From an optimization exercise on the open Yosys and OpenROAD flow, aimed at small area and a short achievable clock period; shortcuts taken in it are not production practice.
Function was checked by simulation only, so behaviour that the tests miss may differ from the original.
No activity file was given, so power comes from the tool's default toggle rates.

==> flow/design.v (excerpt) <==
module solix16_alu_top (
    input             clk,
    input      [15:0] a,
    input      [15:0] b,
    input      [2:0]  alu_op,
    output reg [15:0] result,
    output reg        zero,
    output reg        negative,
    output reg        carry,
    output reg        overflow
);
reg [15:0] a_q;
reg [15:0] b_q;
reg [2:0]  op_q;
wire [15:0] alu_result;
wire        alu_zero;
wire        alu_negative;
wire        alu_carry;
wire        alu_overflow;
alu u_alu (
    .a        (a_q),
    .b        (b_q),
    .alu_op   (op_q),
    .result   (alu_result),
    .zero     (alu_zero),
    .negative (alu_negative),
    .carry    (alu_carry),
    .overflow (alu_overflow)
);
always @(posedge clk) begin
    a_q      <= a;
    b_q      <= b;
    op_q     <= alu_op;
    result   <= alu_result;
    zero     <= alu_zero;
    negative <= alu_negative;
    carry    <= alu_carry;
    overflow <= alu_overflow;
end
endmodule
For scale: roughly 55 flip-flops, about 0.0030 mm^2 of cells after synthesis.
Settings: LEC_CHECK=0, CAP_MARGIN=20, CORE_MARGIN=2, CORE_UTILIZATION=40, SLEW_MARGIN=20, SYNTH_HIERARCHICAL=1; clock period 3.5 ns.
run.sh (not shown) runs the stock make flow with config.mk's settings and CLKGATE_MAP_FILE= SYNTH_SCRIPT=/design/flow/synth_recipe.tcl, a recipe that flattens the netlist after the stock synthesis.
The starting point produced a clean layout.
Then changed:
--- a/flow/config.mk
+++ b/flow/config.mk
@@ -10,0 +11 @@
+export SETUP_SLACK_MARGIN = 1.5
- The changed run finished with timing, DRC and antenna clean
- wire length rises by about a fifth
- design area goes up by a quarter to a third
- core utilization is higher by 13 points
- first-iteration DRC count rose by a quarter to a third
- clock-buffer cell count rises by 2
- maximum frequency rose by roughly a tenth
- total power climbs by a little under a tenth
- critical path depth goes down by 1
Then changed:
==> flow/flow/run.sh (new file) <==
#!/bin/bash
# The standard ORFS flow (the standard.sh), with the port buffers that
# buffer_ports inserts made the smallest plain buffer instead of a delay cell,
# and clock tree synthesis without dummy load cells.
set -euo pipefail
bash standard.sh "BUFFER_PORTS_ARGS=-buffer_cell sky130_fd_sc_hd__buf_1" \
  "CTS_ARGS=-sink_clustering_enable -repair_clock_nets -dont_use_dummy_load" > orfs_flow.log 2>&1
==> flow/standard.sh (new file) <==
#!/bin/bash
# synth_recipe.tcl (not shown) runs the flow's synth.tcl, then flattens the netlist and writes it again
# the make line also repeats each setting of config.mk as NAME=value (left out here)
make -C /OpenROAD-flow-scripts/flow DESIGN_CONFIG=/design/flow/config.mk WORK_HOME=/design/flow/orfs CLKGATE_MAP_FILE= SYNTH_SCRIPT=/design/flow/synth_recipe.tcl "${@:-finish}"
--- a/flow/config.mk
+++ b/flow/config.mk
@@ -10,2 +10,3 @@
-export CORE_UTILIZATION = 40
-export SETUP_SLACK_MARGIN = 1.5
+export CORE_UTILIZATION = 70
+export PLACE_DENSITY = 0.8
+export SETUP_SLACK_MARGIN = 1.0
removed: flow/run.sh
Total power came out lower by about a fifth.
Final area decreases by a quarter to a third.
Register-to-register slack got worse by 0.10 ns.
Worst setup slack degrades by 0.10 ns.
Sequential power falls slightly.
Wire length came out lower by roughly a tenth.
Synthesized cell count is unchanged.

========
## run E
solix16_alu_top again, from the RTL that the note above started with.
clock: 3.5 ns
lec_check: 0
cap_margin: 20
core_margin: 2
core_utilization: 40
slew_margin: 20
synth_hierarchical: 1
standard.sh (not shown) runs the stock make flow with config.mk's settings and CLKGATE_MAP_FILE= SYNTH_SCRIPT=/design/flow/synth_recipe.tcl, a recipe that flattens the netlist after the stock synthesis.
==> flow/flow/run.sh <==
#!/bin/bash
# The standard ORFS flow (the standard.sh), with the port buffers that
# buffer_ports inserts made the smallest plain buffer instead of a delay cell.
set -euo pipefail
bash standard.sh "BUFFER_PORTS_ARGS=-buffer_cell sky130_fd_sc_hd__buf_1" ${MY_EXTRA:-} > orfs_flow.log 2>&1
Run E: no failed stages, no open violations at the end
Input-level comparison between run Z and run E:
- SETUP_SLACK_MARGIN newly set to 1.0
- When the final numbers for run E and run Z were put side by side, the endpoint arrival time on the critical path turned out to be greater in run E.
- Of the two values seen for end point of the critical path, overflow was produced by run E and zero by run Z.
- Changes observed in run Z relative to run E: combined area of the multi-input logic cells rose 73 um2, switching portion of total power rose 0.23 points.

-- what the ideal ports hide --
In the flow no input, the clock included, has a driving cell. The finished layouts below were timed again as built, in two steps. Step 1 (the two cells are an assumption about what drives the block):
set clk [get_ports {clk}]
set_driving_cell -lib_cell sky130_fd_sc_hd__clkbuf_16 $clk
set_driving_cell -lib_cell sky130_fd_sc_hd__buf_2 [delete_from_list [all_inputs] $clk]
Step 2 also shifts input and output timing later by t, the mid clock arrival at the registers, as if the neighbouring blocks saw the same clock. Slacks: ideal ports / drivers / drivers and shift; pairs: ideal ports / drivers.
| run | t (ns) | slack for setup (ns) | worst slew at a driven data input, ns | cell pins on the clock port's net |
|---|---|---|---|---|
| the first run of note 1 | 0.336 | 0.977 / 0.977 / 0.977 | 0.03 | 1 |
| the second run of note 1 | 0.340 | 1.186 / 1.186 / 1.186 | 0.03 | 1 |
| the third run of note 1 | 0.325 | 1.084 / 1.084 / 1.084 | 0.05 | 1 |
| run E | 0.328 | 0.976 / 0.976 / 0.976 | 0.03 | 1 |
| run Z | 0.334 | 1.157 / 1.157 / 1.157 | 0.03 | 1 |
After both steps setup and hold are still met in every run listed.
